Source: an optimization exercise on an open RTL-to-GDS flow (aim: small area, a short achievable clock period and few clock cycles). Production flows keep margins and buffers that such runs may drop.
In this exercise RTL edits were held to simulation tests only and were not proved equivalent to the original.
Power and IR drop assume default switching activity.

==> design/flow/design.v <==
module reuleaux(input logic clk, input logic rst_n, input logic [2:0] colour,
                input logic [7:0] centre_x, input logic [6:0] centre_y, input logic [7:0] diameter,
                input logic start, output logic done,
                output logic [7:0] vga_x, output logic [6:0] vga_y,
                output logic [2:0] vga_colour, output logic vga_plot);
function automatic logic [6:0] q1f(input logic [7:0] d);
  case (d)
    8'd0: q1f = 7'd0;
    8'd1: q1f = 7'd0;
    8'd2: q1f = 7'd0;
    8'd3: q1f = 7'd0;
    8'd4: q1f = 7'd1;
    8'd5: q1f = 7'd1;
    8'd6: q1f = 7'd1;
    8'd7: q1f = 7'd2;
    8'd8: q1f = 7'd2;
    8'd9: q1f = 7'd2;
    8'd10: q1f = 7'd2;
    8'd11: q1f = 7'd3;
    8'd12: q1f = 7'd3;
    8'd13: q1f = 7'd3;
    8'd14: q1f = 7'd4;
    8'd15: q1f = 7'd4;
    8'd16: q1f = 7'd4;
    8'd17: q1f = 7'd4;
    8'd18: q1f = 7'd5;
    8'd19: q1f = 7'd5;
    8'd20: q1f = 7'd5;
    8'd21: q1f = 7'd6;
    8'd22: q1f = 7'd6;
    8'd23: q1f = 7'd6;
    8'd24: q1f = 7'd6;
    8'd25: q1f = 7'd7;
    8'd26: q1f = 7'd7;
    8'd27: q1f = 7'd7;
    8'd28: q1f = 7'd8;
    8'd29: q1f = 7'd8;
    8'd30: q1f = 7'd8;
    8'd31: q1f = 7'd8;
    8'd32: q1f = 7'd9;
    8'd33: q1f = 7'd9;
    8'd34: q1f = 7'd9;
    8'd35: q1f = 7'd10;
    8'd36: q1f = 7'd10;
    8'd37: q1f = 7'd10;
    8'd38: q1f = 7'd10;
    8'd39: q1f = 7'd11;
    8'd40: q1f = 7'd11;
    8'd41: q1f = 7'd11;
    8'd42: q1f = 7'd12;
    8'd43: q1f = 7'd12;
    8'd44: q1f = 7'd12;
    8'd45: q1f = 7'd12;
    8'd46: q1f = 7'd13;
    8'd47: q1f = 7'd13;
    8'd48: q1f = 7'd13;
    8'd49: q1f = 7'd14;
    8'd50: q1f = 7'd14;
    8'd51: q1f = 7'd14;
    8'd52: q1f = 7'd14;
    8'd53: q1f = 7'd15;
    8'd54: q1f = 7'd15;
    8'd55: q1f = 7'd15;
    8'd56: q1f = 7'd16;
    8'd57: q1f = 7'd16;
    8'd58: q1f = 7'd16;
    8'd59: q1f = 7'd16;
    8'd60: q1f = 7'd17;
    8'd61: q1f = 7'd17;
    8'd62: q1f = 7'd17;
    8'd63: q1f = 7'd18;
    8'd64: q1f = 7'd18;
    8'd65: q1f = 7'd18;
    8'd66: q1f = 7'd19;
    8'd67: q1f = 7'd19;
    8'd68: q1f = 7'd19;
    8'd69: q1f = 7'd19;
    8'd70: q1f = 7'd20;
    8'd71: q1f = 7'd20;
    8'd72: q1f = 7'd20;
    8'd73: q1f = 7'd21;
    8'd74: q1f = 7'd21;
    8'd75: q1f = 7'd21;
    8'd76: q1f = 7'd21;
    8'd77: q1f = 7'd22;
    8'd78: q1f = 7'd22;
    8'd79: q1f = 7'd22;
    8'd80: q1f = 7'd23;
    8'd81: q1f = 7'd23;
    8'd82: q1f = 7'd23;
    8'd83: q1f = 7'd23;
    8'd84: q1f = 7'd24;
    8'd85: q1f = 7'd24;
    8'd86: q1f = 7'd24;
    8'd87: q1f = 7'd25;
    8'd88: q1f = 7'd25;
    8'd89: q1f = 7'd25;
    8'd90: q1f = 7'd25;
    8'd91: q1f = 7'd26;
    8'd92: q1f = 7'd26;
    8'd93: q1f = 7'd26;
    8'd94: q1f = 7'd27;
    8'd95: q1f = 7'd27;
    8'd96: q1f = 7'd27;
    8'd97: q1f = 7'd27;
    8'd98: q1f = 7'd28;
    8'd99: q1f = 7'd28;
    8'd100: q1f = 7'd28;
    8'd101: q1f = 7'd29;
    8'd102: q1f = 7'd29;
    8'd103: q1f = 7'd29;
    8'd104: q1f = 7'd29;
    8'd105: q1f = 7'd30;
    8'd106: q1f = 7'd30;
    8'd107: q1f = 7'd30;
    8'd108: q1f = 7'd31;
    8'd109: q1f = 7'd31;
    8'd110: q1f = 7'd31;
    8'd111: q1f = 7'd31;
    8'd112: q1f = 7'd32;
    8'd113: q1f = 7'd32;
    8'd114: q1f = 7'd32;
    8'd115: q1f = 7'd33;
    8'd116: q1f = 7'd33;
    8'd117: q1f = 7'd33;
    8'd118: q1f = 7'd33;
    8'd119: q1f = 7'd34;
    8'd120: q1f = 7'd34;
    8'd121: q1f = 7'd34;
    8'd122: q1f = 7'd35;
    8'd123: q1f = 7'd35;
    8'd124: q1f = 7'd35;
    8'd125: q1f = 7'd36;
    8'd126: q1f = 7'd36;
    8'd127: q1f = 7'd36;
    8'd128: q1f = 7'd36;
    8'd129: q1f = 7'd37;
    8'd130: q1f = 7'd37;
    8'd131: q1f = 7'd37;
    8'd132: q1f = 7'd38;
    8'd133: q1f = 7'd38;
    8'd134: q1f = 7'd38;
    8'd135: q1f = 7'd38;
    8'd136: q1f = 7'd39;
    8'd137: q1f = 7'd39;
    8'd138: q1f = 7'd39;
    8'd139: q1f = 7'd40;
    8'd140: q1f = 7'd40;
    8'd141: q1f = 7'd40;
    8'd142: q1f = 7'd40;
    8'd143: q1f = 7'd41;
    8'd144: q1f = 7'd41;
    8'd145: q1f = 7'd41;
    8'd146: q1f = 7'd42;
    8'd147: q1f = 7'd42;
    8'd148: q1f = 7'd42;
    8'd149: q1f = 7'd42;
    8'd150: q1f = 7'd43;
    8'd151: q1f = 7'd43;
    8'd152: q1f = 7'd43;
    8'd153: q1f = 7'd44;
    8'd154: q1f = 7'd44;
    8'd155: q1f = 7'd44;
    8'd156: q1f = 7'd44;
    8'd157: q1f = 7'd45;
    8'd158: q1f = 7'd45;
    8'd159: q1f = 7'd45;
    8'd160: q1f = 7'd46;
    8'd161: q1f = 7'd46;
    8'd162: q1f = 7'd46;
    8'd163: q1f = 7'd46;
    8'd164: q1f = 7'd47;
    8'd165: q1f = 7'd47;
    8'd166: q1f = 7'd47;
    8'd167: q1f = 7'd48;
    8'd168: q1f = 7'd48;
    8'd169: q1f = 7'd48;
    8'd170: q1f = 7'd48;
    8'd171: q1f = 7'd49;
    8'd172: q1f = 7'd49;
    8'd173: q1f = 7'd49;
    8'd174: q1f = 7'd50;
    8'd175: q1f = 7'd50;
    8'd176: q1f = 7'd50;
    8'd177: q1f = 7'd50;
    8'd178: q1f = 7'd51;
    8'd179: q1f = 7'd51;
    8'd180: q1f = 7'd51;
    8'd181: q1f = 7'd52;
    8'd182: q1f = 7'd52;
    8'd183: q1f = 7'd52;
    8'd184: q1f = 7'd52;
    8'd185: q1f = 7'd53;
    8'd186: q1f = 7'd53;
    8'd187: q1f = 7'd53;
    8'd188: q1f = 7'd54;
    8'd189: q1f = 7'd54;
    8'd190: q1f = 7'd54;
    8'd191: q1f = 7'd55;
    8'd192: q1f = 7'd55;
    8'd193: q1f = 7'd55;
    8'd194: q1f = 7'd55;
    8'd195: q1f = 7'd56;
    8'd196: q1f = 7'd56;
    8'd197: q1f = 7'd56;
    8'd198: q1f = 7'd57;
    8'd199: q1f = 7'd57;
    8'd200: q1f = 7'd57;
    8'd201: q1f = 7'd57;
    8'd202: q1f = 7'd58;
    8'd203: q1f = 7'd58;
    8'd204: q1f = 7'd58;
    8'd205: q1f = 7'd59;
    8'd206: q1f = 7'd59;
    8'd207: q1f = 7'd59;
    8'd208: q1f = 7'd59;
    8'd209: q1f = 7'd60;
    8'd210: q1f = 7'd60;
    8'd211: q1f = 7'd60;
    8'd212: q1f = 7'd61;
    8'd213: q1f = 7'd61;
    8'd214: q1f = 7'd61;
    8'd215: q1f = 7'd61;
    8'd216: q1f = 7'd62;
    8'd217: q1f = 7'd62;
    8'd218: q1f = 7'd62;
    8'd219: q1f = 7'd63;
    8'd220: q1f = 7'd63;
    8'd221: q1f = 7'd63;
    8'd222: q1f = 7'd63;
    8'd223: q1f = 7'd64;
    8'd224: q1f = 7'd64;
    8'd225: q1f = 7'd64;
    8'd226: q1f = 7'd65;
    8'd227: q1f = 7'd65;
    8'd228: q1f = 7'd0;
    8'd229: q1f = 7'd0;
    8'd230: q1f = 7'd0;
    8'd231: q1f = 7'd0;
    8'd232: q1f = 7'd1;
    8'd233: q1f = 7'd1;
    8'd234: q1f = 7'd1;
    8'd235: q1f = 7'd2;
    8'd236: q1f = 7'd2;
    8'd237: q1f = 7'd2;
    8'd238: q1f = 7'd3;
    8'd239: q1f = 7'd3;
    8'd240: q1f = 7'd3;
    8'd241: q1f = 7'd3;
    8'd242: q1f = 7'd4;
    8'd243: q1f = 7'd4;
    8'd244: q1f = 7'd4;
    8'd245: q1f = 7'd5;
    8'd246: q1f = 7'd5;
    8'd247: q1f = 7'd5;
    8'd248: q1f = 7'd5;
    8'd249: q1f = 7'd6;
    8'd250: q1f = 7'd6;
    8'd251: q1f = 7'd6;
    8'd252: q1f = 7'd7;
    8'd253: q1f = 7'd7;
    8'd254: q1f = 7'd7;
    8'd255: q1f = 7'd7;
    default: q1f = 7'd0;
  endcase
endfunction
function automatic logic [6:0] q3f(input logic [7:0] d);
  case (d)
    8'd0: q3f = 7'd0;
    8'd1: q3f = 7'd0;
    8'd2: q3f = 7'd1;
    8'd3: q3f = 7'd1;
    8'd4: q3f = 7'd2;
    8'd5: q3f = 7'd2;
    8'd6: q3f = 7'd3;
    8'd7: q3f = 7'd4;
    8'd8: q3f = 7'd4;
    8'd9: q3f = 7'd5;
    8'd10: q3f = 7'd5;
    8'd11: q3f = 7'd6;
    8'd12: q3f = 7'd6;
    8'd13: q3f = 7'd7;
    8'd14: q3f = 7'd8;
    8'd15: q3f = 7'd8;
    8'd16: q3f = 7'd9;
    8'd17: q3f = 7'd9;
    8'd18: q3f = 7'd10;
    8'd19: q3f = 7'd10;
    8'd20: q3f = 7'd11;
    8'd21: q3f = 7'd12;
    8'd22: q3f = 7'd12;
    8'd23: q3f = 7'd13;
    8'd24: q3f = 7'd13;
    8'd25: q3f = 7'd14;
    8'd26: q3f = 7'd15;
    8'd27: q3f = 7'd15;
    8'd28: q3f = 7'd16;
    8'd29: q3f = 7'd16;
    8'd30: q3f = 7'd17;
    8'd31: q3f = 7'd17;
    8'd32: q3f = 7'd18;
    8'd33: q3f = 7'd19;
    8'd34: q3f = 7'd19;
    8'd35: q3f = 7'd20;
    8'd36: q3f = 7'd20;
    8'd37: q3f = 7'd21;
    8'd38: q3f = 7'd21;
    8'd39: q3f = 7'd22;
    8'd40: q3f = 7'd23;
    8'd41: q3f = 7'd23;
    8'd42: q3f = 7'd24;
    8'd43: q3f = 7'd24;
    8'd44: q3f = 7'd25;
    8'd45: q3f = 7'd25;
    8'd46: q3f = 7'd26;
    8'd47: q3f = 7'd27;
    8'd48: q3f = 7'd27;
    8'd49: q3f = 7'd28;
    8'd50: q3f = 7'd28;
    8'd51: q3f = 7'd29;
    8'd52: q3f = 7'd30;
    8'd53: q3f = 7'd30;
    8'd54: q3f = 7'd31;
    8'd55: q3f = 7'd31;
    8'd56: q3f = 7'd32;
    8'd57: q3f = 7'd32;
    8'd58: q3f = 7'd33;
    8'd59: q3f = 7'd34;
    8'd60: q3f = 7'd34;
    8'd61: q3f = 7'd35;
    8'd62: q3f = 7'd35;
    8'd63: q3f = 7'd36;
    8'd64: q3f = 7'd36;
    8'd65: q3f = 7'd37;
    8'd66: q3f = 7'd38;
    8'd67: q3f = 7'd38;
    8'd68: q3f = 7'd39;
    8'd69: q3f = 7'd39;
    8'd70: q3f = 7'd40;
    8'd71: q3f = 7'd40;
    8'd72: q3f = 7'd41;
    8'd73: q3f = 7'd42;
    8'd74: q3f = 7'd42;
    8'd75: q3f = 7'd43;
    8'd76: q3f = 7'd43;
    8'd77: q3f = 7'd44;
    8'd78: q3f = 7'd45;
    8'd79: q3f = 7'd45;
    8'd80: q3f = 7'd46;
    8'd81: q3f = 7'd46;
    8'd82: q3f = 7'd47;
    8'd83: q3f = 7'd47;
    8'd84: q3f = 7'd48;
    8'd85: q3f = 7'd49;
    8'd86: q3f = 7'd49;
    8'd87: q3f = 7'd50;
    8'd88: q3f = 7'd50;
    8'd89: q3f = 7'd51;
    8'd90: q3f = 7'd51;
    8'd91: q3f = 7'd52;
    8'd92: q3f = 7'd53;
    8'd93: q3f = 7'd53;
    8'd94: q3f = 7'd54;
    8'd95: q3f = 7'd54;
    8'd96: q3f = 7'd55;
    8'd97: q3f = 7'd55;
    8'd98: q3f = 7'd56;
    8'd99: q3f = 7'd57;
    8'd100: q3f = 7'd57;
    8'd101: q3f = 7'd58;
    8'd102: q3f = 7'd58;
    8'd103: q3f = 7'd59;
    8'd104: q3f = 7'd60;
    8'd105: q3f = 7'd60;
    8'd106: q3f = 7'd61;
    8'd107: q3f = 7'd61;
    8'd108: q3f = 7'd62;
    8'd109: q3f = 7'd62;
    8'd110: q3f = 7'd63;
    8'd111: q3f = 7'd64;
    8'd112: q3f = 7'd64;
    8'd113: q3f = 7'd65;
    8'd114: q3f = 7'd0;
    8'd115: q3f = 7'd0;
    8'd116: q3f = 7'd1;
    8'd117: q3f = 7'd1;
    8'd118: q3f = 7'd2;
    8'd119: q3f = 7'd3;
    8'd120: q3f = 7'd3;
    8'd121: q3f = 7'd4;
    8'd122: q3f = 7'd4;
    8'd123: q3f = 7'd5;
    8'd124: q3f = 7'd6;
    8'd125: q3f = 7'd6;
    8'd126: q3f = 7'd7;
    8'd127: q3f = 7'd7;
    8'd128: q3f = 7'd8;
    8'd129: q3f = 7'd8;
    8'd130: q3f = 7'd9;
    8'd131: q3f = 7'd10;
    8'd132: q3f = 7'd10;
    8'd133: q3f = 7'd11;
    8'd134: q3f = 7'd11;
    8'd135: q3f = 7'd12;
    8'd136: q3f = 7'd12;
    8'd137: q3f = 7'd13;
    8'd138: q3f = 7'd14;
    8'd139: q3f = 7'd14;
    8'd140: q3f = 7'd15;
    8'd141: q3f = 7'd15;
    8'd142: q3f = 7'd16;
    8'd143: q3f = 7'd16;
    8'd144: q3f = 7'd17;
    8'd145: q3f = 7'd18;
    8'd146: q3f = 7'd18;
    8'd147: q3f = 7'd19;
    8'd148: q3f = 7'd19;
    8'd149: q3f = 7'd20;
    8'd150: q3f = 7'd21;
    8'd151: q3f = 7'd21;
    8'd152: q3f = 7'd22;
    8'd153: q3f = 7'd22;
    8'd154: q3f = 7'd23;
    8'd155: q3f = 7'd23;
    8'd156: q3f = 7'd24;
    8'd157: q3f = 7'd25;
    8'd158: q3f = 7'd25;
    8'd159: q3f = 7'd26;
    8'd160: q3f = 7'd26;
    8'd161: q3f = 7'd27;
    8'd162: q3f = 7'd27;
    8'd163: q3f = 7'd28;
    8'd164: q3f = 7'd29;
    8'd165: q3f = 7'd29;
    8'd166: q3f = 7'd30;
    8'd167: q3f = 7'd30;
    8'd168: q3f = 7'd31;
    8'd169: q3f = 7'd31;
    8'd170: q3f = 7'd32;
    8'd171: q3f = 7'd33;
    8'd172: q3f = 7'd33;
    8'd173: q3f = 7'd34;
    8'd174: q3f = 7'd34;
    8'd175: q3f = 7'd35;
    8'd176: q3f = 7'd36;
    8'd177: q3f = 7'd36;
    8'd178: q3f = 7'd37;
    8'd179: q3f = 7'd37;
    8'd180: q3f = 7'd38;
    8'd181: q3f = 7'd38;
    8'd182: q3f = 7'd39;
    8'd183: q3f = 7'd40;
    8'd184: q3f = 7'd40;
    8'd185: q3f = 7'd41;
    8'd186: q3f = 7'd41;
    8'd187: q3f = 7'd42;
    8'd188: q3f = 7'd42;
    8'd189: q3f = 7'd43;
    8'd190: q3f = 7'd44;
    8'd191: q3f = 7'd44;
    8'd192: q3f = 7'd45;
    8'd193: q3f = 7'd45;
    8'd194: q3f = 7'd46;
    8'd195: q3f = 7'd46;
    8'd196: q3f = 7'd47;
    8'd197: q3f = 7'd48;
    8'd198: q3f = 7'd48;
    8'd199: q3f = 7'd49;
    8'd200: q3f = 7'd49;
    8'd201: q3f = 7'd50;
    8'd202: q3f = 7'd51;
    8'd203: q3f = 7'd51;
    8'd204: q3f = 7'd52;
    8'd205: q3f = 7'd52;
    8'd206: q3f = 7'd53;
    8'd207: q3f = 7'd53;
    8'd208: q3f = 7'd54;
    8'd209: q3f = 7'd55;
    8'd210: q3f = 7'd55;
    8'd211: q3f = 7'd56;
    8'd212: q3f = 7'd56;
    8'd213: q3f = 7'd57;
    8'd214: q3f = 7'd57;
    8'd215: q3f = 7'd58;
    8'd216: q3f = 7'd59;
    8'd217: q3f = 7'd59;
    8'd218: q3f = 7'd60;
    8'd219: q3f = 7'd60;
    8'd220: q3f = 7'd61;
    8'd221: q3f = 7'd61;
    8'd222: q3f = 7'd62;
    8'd223: q3f = 7'd63;
    8'd224: q3f = 7'd63;
    8'd225: q3f = 7'd64;
    8'd226: q3f = 7'd64;
    8'd227: q3f = 7'd65;
    8'd228: q3f = 7'd0;
    8'd229: q3f = 7'd1;
    8'd230: q3f = 7'd1;
    8'd231: q3f = 7'd2;
    8'd232: q3f = 7'd2;
    8'd233: q3f = 7'd3;
    8'd234: q3f = 7'd3;
    8'd235: q3f = 7'd4;
    8'd236: q3f = 7'd5;
    8'd237: q3f = 7'd5;
    8'd238: q3f = 7'd6;
    8'd239: q3f = 7'd6;
    8'd240: q3f = 7'd7;
    8'd241: q3f = 7'd7;
    8'd242: q3f = 7'd8;
    8'd243: q3f = 7'd9;
    8'd244: q3f = 7'd9;
    8'd245: q3f = 7'd10;
    8'd246: q3f = 7'd10;
    8'd247: q3f = 7'd11;
    8'd248: q3f = 7'd12;
    8'd249: q3f = 7'd12;
    8'd250: q3f = 7'd13;
    8'd251: q3f = 7'd13;
    8'd252: q3f = 7'd14;
    8'd253: q3f = 7'd14;
    8'd254: q3f = 7'd15;
    8'd255: q3f = 7'd16;
    default: q3f = 7'd0;
  endcase
endfunction
function automatic logic [8:0] add8(input logic [7:0] a, input logic [7:0] b, input logic cin);
    logic c;
    logic [8:0] s;
    c = cin;
    for (int i = 0; i < 8; i++) begin
        s[i] = a[i] ^ b[i] ^ c;
        c    = (a[i] & b[i]) | (a[i] & c) | (b[i] & c);
    end
    s[8] = c;
    add8 = s;
endfunction
function automatic logic [8:0] sub8(input logic [7:0] a, input logic [7:0] b);
    sub8 = add8(a, ~b, 1'b1);
endfunction
function automatic logic ge8(input logic [7:0] a, input logic [7:0] b);
    logic c;
    c = 1'b1;
    for (int i = 0; i < 8; i++) c = (a[i] & ~b[i]) | (a[i] & c) | (~b[i] & c);
    ge8 = c;
endfunction
function automatic logic lt160(input logic [7:0] x);
    lt160 = !(x[7] && (x[6] || x[5]));
endfunction
localparam logic [1:0] S_IDLE = 2'd0, S_SETUP = 2'd1, S_RUN = 2'd2, S_DONE = 2'd3;
logic [1:0] st;
logic [7:0] cx_r, d_r;
logic [6:0] cy_r;
logic [7:0] x1r, x2r;             
logic       f1, f2;               
logic [6:0] y1r, y3r;             
logic [6:0] h;
logic [8:0] x1w, x2w;
assign h   = d_r[7:1];
assign x1w = add8(cx_r, {1'b0, h}, 1'b0);
assign x2w = sub8(cx_r, {1'b0, h});
logic f1_now;
assign f1_now = x2w[8];
always_ff @(posedge clk) begin
    cx_r       <= centre_x;
    cy_r       <= centre_y;
    d_r        <= diameter;
    vga_colour <= colour;
    x1r        <= x1w[7:0];
    x2r        <= x2w[7:0];
    f1         <= x2w[8];
    f2         <= !x1w[8];
    y1r        <= cy_r + q1f(d_r);
    y3r        <= cy_r - q3f(d_r);
end
logic [7:0] ox;
logic [6:0] oy;
logic [8:0] crit;
logic       wfin;                 
logic       dec;                  
logic [6:0] noy;
logic [7:0] nox;
logic [8:0] ncrit;
logic       ndec, nstop;
always_comb begin
    noy  = oy + 7'd1;
    ndec = !(crit[8] || crit == 9'd0);
    nox  = ndec ? ox - 8'd1 : ox;
    ncrit = crit + {1'b0, oy, 1'b1} - (ndec ? {ox, 1'b0} : 9'd0);
    nstop = {1'b0, noy} >= nox;
end
logic [7:0] oyx;
assign oyx = {1'b0, oy};
logic [7:0] h2;
assign h2 = {h, 1'b0};
function automatic logic [2:0] win(input logic [7:0] o, input logic [6:0] hh);
    logic ge_h, le_h, le_2h, wa, wb;
    logic [8:0] t1, t2;
    ge_h  = ge8(o, {1'b0, hh});
    le_h  = ge8({1'b0, hh}, o);
    le_2h = ge8({hh, 1'b0}, o);
    t1    = add8(o, {hh, 1'b0}, 1'b0);       
    t2    = add8(o, {1'b0, hh}, 1'b0);       
    wa    = ge_h & le_2h;
    wb    = t1[8] & (!t2[8] || t2[7:0] == 8'd0);
    win = {le_h, wb, wa};
endfunction
logic [10:0] ev;
always_comb begin
    logic [2:0] wx, wy;
    logic [8:0] s;
    logic a1x, a1y, a2x, a2y, a3px, a3py, a3mx, a3my;
    logic u_x, u_y, t_px, t_py, t_mx, t_my;
    wx = win(ox, h);
    wy = win(oyx, h);
    s   = f2 ? sub8(x1r, ox)  : add8(x1r, ox, 1'b0);
    a1x = f1 & (f2 ? wx[0] : wx[1]) & lt160(s[7:0]);
    s   = f2 ? sub8(x1r, oyx) : add8(x1r, oyx, 1'b0);
    a1y = f1 & (f2 ? wy[0] : wy[1]) & lt160(s[7:0]);
    s   = f1 ? add8(x2r, ox, 1'b0)  : sub8(x2r, ox);
    a2x = f2 & (f1 ? wx[0] : wx[1]) & lt160(s[7:0]);
    s   = f1 ? add8(x2r, oyx, 1'b0) : sub8(x2r, oyx);
    a2y = f2 & (f1 ? wy[0] : wy[1]) & lt160(s[7:0]);
    s    = add8(cx_r, ox, 1'b0);  a3px = f1 & f2 & wx[2] & lt160(s[7:0]);
    s    = add8(cx_r, oyx, 1'b0); a3py = f1 & f2 & wy[2] & lt160(s[7:0]);
    s    = sub8(cx_r, ox);        a3mx = f1 & f2 & wx[2] & lt160(s[7:0]);
    s    = sub8(cx_r, oyx);       a3my = f1 & f2 & wy[2] & lt160(s[7:0]);
    s   = sub8({1'b0, y1r}, oyx); u_y = s[8] & (s[6:0] < 7'd120);
    s   = sub8({1'b0, y1r}, ox);  u_x = s[8] & (s[6:0] < 7'd120);
    s    = add8({1'b0, y3r}, ox, 1'b0);  t_px = !s[8] & !s[7] & (s[6:0] < 7'd120) & ge8({1'b0, s[6:0]}, {1'b0, y1r});
    s    = add8({1'b0, y3r}, oyx, 1'b0); t_py = !s[8] & !s[7] & (s[6:0] < 7'd120) & ge8({1'b0, s[6:0]}, {1'b0, y1r});
    s    = sub8({1'b0, y3r}, ox);        t_mx = s[8] & (s[6:0] < 7'd120) & ge8({1'b0, s[6:0]}, {1'b0, y1r});
    s    = sub8({1'b0, y3r}, oyx);       t_my = s[8] & (s[6:0] < 7'd120) & ge8({1'b0, s[6:0]}, {1'b0, y1r});
    ev[0]  = a1x & u_y;     
    ev[1]  = a1y & u_x;     
    ev[2]  = a2x & u_y;     
    ev[3]  = a2y & u_x;     
    ev[4]  = a3py & t_px;   
    ev[5]  = a3mx & t_py;   
    ev[6]  = a3my & t_px;   
    ev[7]  = a3mx & t_my;   
    ev[8]  = a3my & t_mx;   
    ev[9]  = a3px & t_my;   
    ev[10] = a3py & t_mx;   
end
logic [10:0] mask, pick, rem;
assign pick = mask & (~mask + 11'd1);
assign rem  = mask & ~pick;
logic [7:0] pox;
logic [6:0] poy;
assign pox = ox + {7'd0, dec};
assign poy = oy - 7'd1;
logic selx1, selx2, xsub, swp, sely3, ysub;
assign selx1 = |pick[1:0];
assign selx2 = |pick[3:2];
assign xsub  = (selx1 & f2) | (selx2 & !f1) | pick[5] | pick[6] | pick[7] | pick[8];
assign swp   = pick[1] | pick[3] | pick[4] | pick[6] | pick[8] | pick[10];
assign sely3 = |pick[10:4];
assign ysub  = ~sely3 | pick[7] | pick[8] | pick[9] | pick[10];
logic [7:0] px_c, px_o;
logic [6:0] py_c, py_o;
logic [8:0] pxs, pys;
always_comb begin
    px_c = selx1 ? x1r : selx2 ? x2r : cx_r;
    px_o = swp ? {1'b0, poy} : pox;
    py_c = sely3 ? y3r : y1r;
    py_o = swp ? pox[6:0] : poy;
    pxs  = xsub ? sub8(px_c, px_o) : add8(px_c, px_o, 1'b0);
    pys  = ysub ? sub8({1'b0, py_c}, {1'b0, py_o}) : add8({1'b0, py_c}, {1'b0, py_o}, 1'b0);
end
logic load;
assign load = (rem == 11'd0) && !wfin;
always_ff @(posedge clk) begin
    vga_x <= pxs[7:0];
    vga_y <= pys[6:0];
    if (!rst_n) begin
        st       <= S_IDLE;
        done     <= 1'b0;
        vga_plot <= 1'b0;
        mask     <= 11'd0;
        wfin     <= 1'b1;
    end else begin
        case (st)
        S_IDLE: begin
            vga_plot <= 1'b0;
            mask     <= 11'd0;
            wfin     <= 1'b1;
            if (start) st <= S_SETUP;
        end
        S_SETUP: begin
            if (!f1_now && !d_r[7]) begin
                st   <= S_DONE;
                done <= 1'b1;
            end else begin
                st   <= S_RUN;
                wfin <= 1'b0;
            end
        end
        S_RUN: begin
            vga_plot <= |mask;
            if (load) begin
                mask <= ev;
                wfin <= nstop;
            end else begin
                mask <= rem;
            end
            if (wfin && mask == 11'd0) begin
                st   <= S_DONE;
                done <= 1'b1;
            end
        end
        S_DONE: begin
            vga_plot <= 1'b0;
            if (!start) begin
                st   <= S_IDLE;
                done <= 1'b0;
            end
        end
        endcase
    end
end
always_ff @(posedge clk) begin
    if (st == S_SETUP) begin
        ox   <= d_r;
        oy   <= 7'd0;
        crit <= 9'd1 - {1'b0, d_r};
    end else if (load) begin
        ox   <= nox;
        oy   <= noy;
        crit <= ncrit;
        dec  <= ndec;
    end
end
endmodule
==> design/flow/run.sh <==
#!/bin/bash
# synth_recipe.tcl (not shown) runs the flow's synth.tcl, then flattens the netlist and writes it again
# the make line also repeats each setting of config.mk as NAME=value (left out here)
make -C /OpenROAD-flow-scripts/flow DESIGN_CONFIG=/design/flow/config.mk WORK_HOME=/design/flow/orfs CLKGATE_MAP_FILE= SYNTH_SCRIPT=/design/flow/synth_recipe.tcl finish
==> design/flow/config.mk <==
export PLATFORM = sky130hd
export DESIGN_NAME = reuleaux
export DESIGN_NICKNAME = reuleaux
export VERILOG_FILES = /design/flow/design.v
export SDC_FILE = /design/flow/constraint.sdc
export NUM_CORES = 4
export LEC_CHECK = 0
export CAP_MARGIN = 20
export CORE_MARGIN = 2
export CORE_UTILIZATION = 40
export SLEW_MARGIN = 20
==> design/flow/constraint.sdc <==
create_clock -name core_clock -period 20.0 [get_ports {clk}]
set_input_delay 4.0000 -clock core_clock [delete_from_list [all_inputs] [get_ports {clk}]]
set_output_delay 4.0000 -clock core_clock [all_outputs]
set_load 0.01 [all_outputs]
==> results.toml <==
[floorplanning]
start_util_pct = 40.4
die_width_um = 185
io_pins = 49
design.die.area_um2 = 34200
coreArea_um2 = 32400
die_y_um = 185
fp-row-count = 66

[clock_network]
clock_path_buffers = 2
clkTransAtPathRegs_ps = 70
cts_tree = "built"
htreeDepth = 4
cts_setup_buffers = 0
cts_sinks = 127
insertion_delay_ps = 440
cts-hold-fix-buffers = 0
cts_root_buf = "clkbuf_16"
ctsResizeCount = 0
numCtsBuffers = 17

[run_status]
status = "finished clean"

[sta]
hold_violations = 0
fin_setup_tns_ps = 0
rsz0062_at_grt = "no"
worst_slack_ps = 13100
drv_slew = 0
fin_skew_ps = 14.2
fmax_ghz = 0.145
relSlewSlack_pct = 30.4
setup_viol = 0
worstMarginPinSlew_ps = 1040
fin_crit_ps = 6900
fin_crit_sh_pct = 34.5

[setup_path]
reg2reg_depth = 14
worstSetupPathType = "primary input to flip-flop"
cp.depth = 10
cp_data_arrival_time_ps = 7180
cp-start-kind = "primary input"
cpPeakStageDelay_ps = 720
path_buf_inv = 3
crit_path_max_fanout = 17
critPathCaptureType = "flip-flop"
crit_family = "buffers and inverters"
crit_path_cell_trace = "clkdlybuf4s50_1, inv_1, ha_1, inv_1, ha_1, or2_2, mux4_2, mux4_2, nor2_1, a21oi_1"
critPathSlowestCell = "clkdlybuf4s50_1"
worst_ep_required_time_ps = 20280
rrSetupSlack_ps = 14560

[placed_design]
gp_congestion = 0.895
dp_hpwl_um = 27900
placedCellCount = 1916
pre_cts_ws_ps = 12660
numPortBuffers = 48

[finish]
n_fill_cell = 3201
fin_nets = 1719
n_antenna_cell = 0
finish.utilization_pct = 45.0
multi_input_area_um2 = 9320
area_growth_pct = 11.3
area.sequential_um2 = 2720
instances_no_fill = 1949
drive_gt1_share_pct = 6.83

[grt]
antenna_found_initial = 0
overflow = 0
grt_first_pass_wirelength_um = 61200
grt_pass1_vias = 10895
grt_max_degree = 70
grt_usage_pct = 23.2

[logic_synthesis]
yosys_warnings = 1
async_reset_ff_share_pct = 0
yosys_register_bits = 127
synth_fp_nets = 1721
synthCells = 1496
synth_area_um2 = 13100
synth-edff-count = 18
synth.avg_cell_area_um2 = 8.74
seq_area_frac_synth_pct = 20.8
ys.flop_type = "dfxtp_1"
ys_types = 86

[route]
drt_iter0_drc = 1004
wl_per_cell_um = 19.4
ant_nets = 0
first_pass_iters = 5
vias_per_cell = 5.60
wl_um = 37700
drcViolationCount = 0
num_vias = 10909

[power]
vdd_drop_max_uv = 62.4
total_power_mw = 1.97
powerDensity_nw_per_um2 = 136
leakage_nw = 5.96

[worst_hold_path]
holdPathStages = 2
hold_path_class = "flip-flop to flip-flop"

[job]
cap_violations = 0
[placed cells by master, fill, tap and decap left out, types with 7 or more instances in the layout]
cell type	netlist	routed
inv_1	177	177
dfxtp_1	109	109
fa_1	105	105
a21oi_1	102	102
ha_1	91	91
nand2_1	89	89
nor2_1	85	85
o21ai_0	76	76
xnor2_1	49	49
maj3_1	48	48
clkdlybuf4s50_1	0	46
nand3_1	43	43
nor3_1	34	34
mux2i_1	34	34
o211ai_1	29	29
o22ai_1	20	20
buf_4	0	19
edfxtp_1	18	18
clkbuf_16	0	17
nand2b_1	16	16
nor2b_1	16	16
a211oi_1	16	16
mux2_2	15	15
mux4_2	15	15
a31oi_1	14	14
xor2_1	13	13
and2_1	13	13
a21o_1	13	13
o21a_1	13	13
o31ai_1	12	12
a221oi_1	11	11
nor4_1	8	8
clkinv_1	7	7
nand4_1	7	7
[cell usage after synthesis, drive strengths merged (14+ instances only)]
master	count	area share, %
inv	177	5.1
dfxtp	109	17
fa	105	16
a21oi	103	4.0
ha	91	8.7
nand2	89	2.6
nor2	86	2.5
o21ai	78	3.0
clkbuf	71	2.0
xnor2	49	3.3
maj3	48	3.7
nand3	43	1.6
mux2i	34	2.6
nor3	34	1.3
o211ai	30	1.8
o22ai	20	0.96
buf	18	0.64
edfxtp	18	4.1
a211oi	16	0.92
mux2	16	1.4
nand2b	16	0.77
nor2b	16	0.77
a31oi	15	0.77
mux4	15	2.6
and2	14	0.67
[layout make-up]
| cell class | instances | area share (%) |
|---|---|---|
| inverter | 184 | 4.74 |
| timing repair buffer | 68 | 4.25 |
| tap | 442 | 3.80 |
| clock inverter | 14 | 1.57 |
| clock buffer | 18 | 2.95 |
| sequential | 127 | 18.7 |
| multi-input combinational | 1096 | 64.0 |
[kinds of logic (layout without fill, tap and decap cells)]
kind of cell / Yosys count / count (layout) / synth area share (%)
muxes: 65 / 65 / 6.56
xor gates and xnor gates: 63 / 63 / 4.32
and+or+nand+nor: 354 / 354 / 13.4
DFF: 127 / 127 / 20.8
AOI/OAI and AO/OA: 370 / 370 / 18.5
adders and majority gates: 244 / 244 / 28.4
buffers and inverters: 273 / 284 / 7.96
[through the flow]
stage                     cell area [µm²]  hold slack, ps
after global routing                14600             531
after CTS                           14600             487
after detailed placement            13900             481
final                               14600             479
after global placement              13900             463
after floorplan                     13100             420
[power by group]
group	leakage, nW	switching (mW)	internal [mW]	total, mW
logic	4.56	0.664	0.506	1.17
clock network	0.314	0.134	0.224	0.358
registers	1.08	0.0967	0.350	0.447
[worst reg2reg max path: cells and delay by family (launching register included)]
kind / cells / cell delay [ps]
compound gates: 4 / 1180
flops: 1 / 640
simple gates: 2 / 580
fa+ha+maj: 8 / 2960
[path summary, 6_finish.rpt]
| path | from | endpoint |
|---|---|---|
| setup / recovery | diameter[1] | flip-flop |
| hold / removal | done | done |
| setup reg to reg | ox[0] | mask[0] |
| hold reg to reg | done | done |
[routing by layer]
metal	GRT usage [%]	vias to the layer above	share of wire, %
met2	37.8	370	46
met4	8.83	0	3.2
met5	0	-	0
met3	3.09	74	5.6
li1	-	5215	-
met1	31.5	5250	45
Testbench counts, summed over its fixed seeds: cycles 14,870.

## static timing again, ports no longer ideal
The flow's constraints put no driver on any port. The routed layout listed below was extracted and timed again, unchanged, in two steps.
Step 1, drivers: a clkbuf_16 drives clk and a buf_2 each remaining input, both assumed.
Step 2 also shifts input and output timing later by t, the mid clock arrival at the registers, as if the neighbouring blocks saw the same clock.
Slacks: ideal / step 1 / step 2; pairs: ideal / step 1.
shift t [ns]: 0.485
setup slack, ns: 13.104 / 13.132 / 12.646
slew at the worst register clock pin (ns): 0.07 / 0.07
worst data-port slew with drivers (ns): 0.03
After both steps setup and hold are still met in this run. For this run, drivers alone change the setup slack by +0.028 ns; drivers and shift together by -0.458 ns.
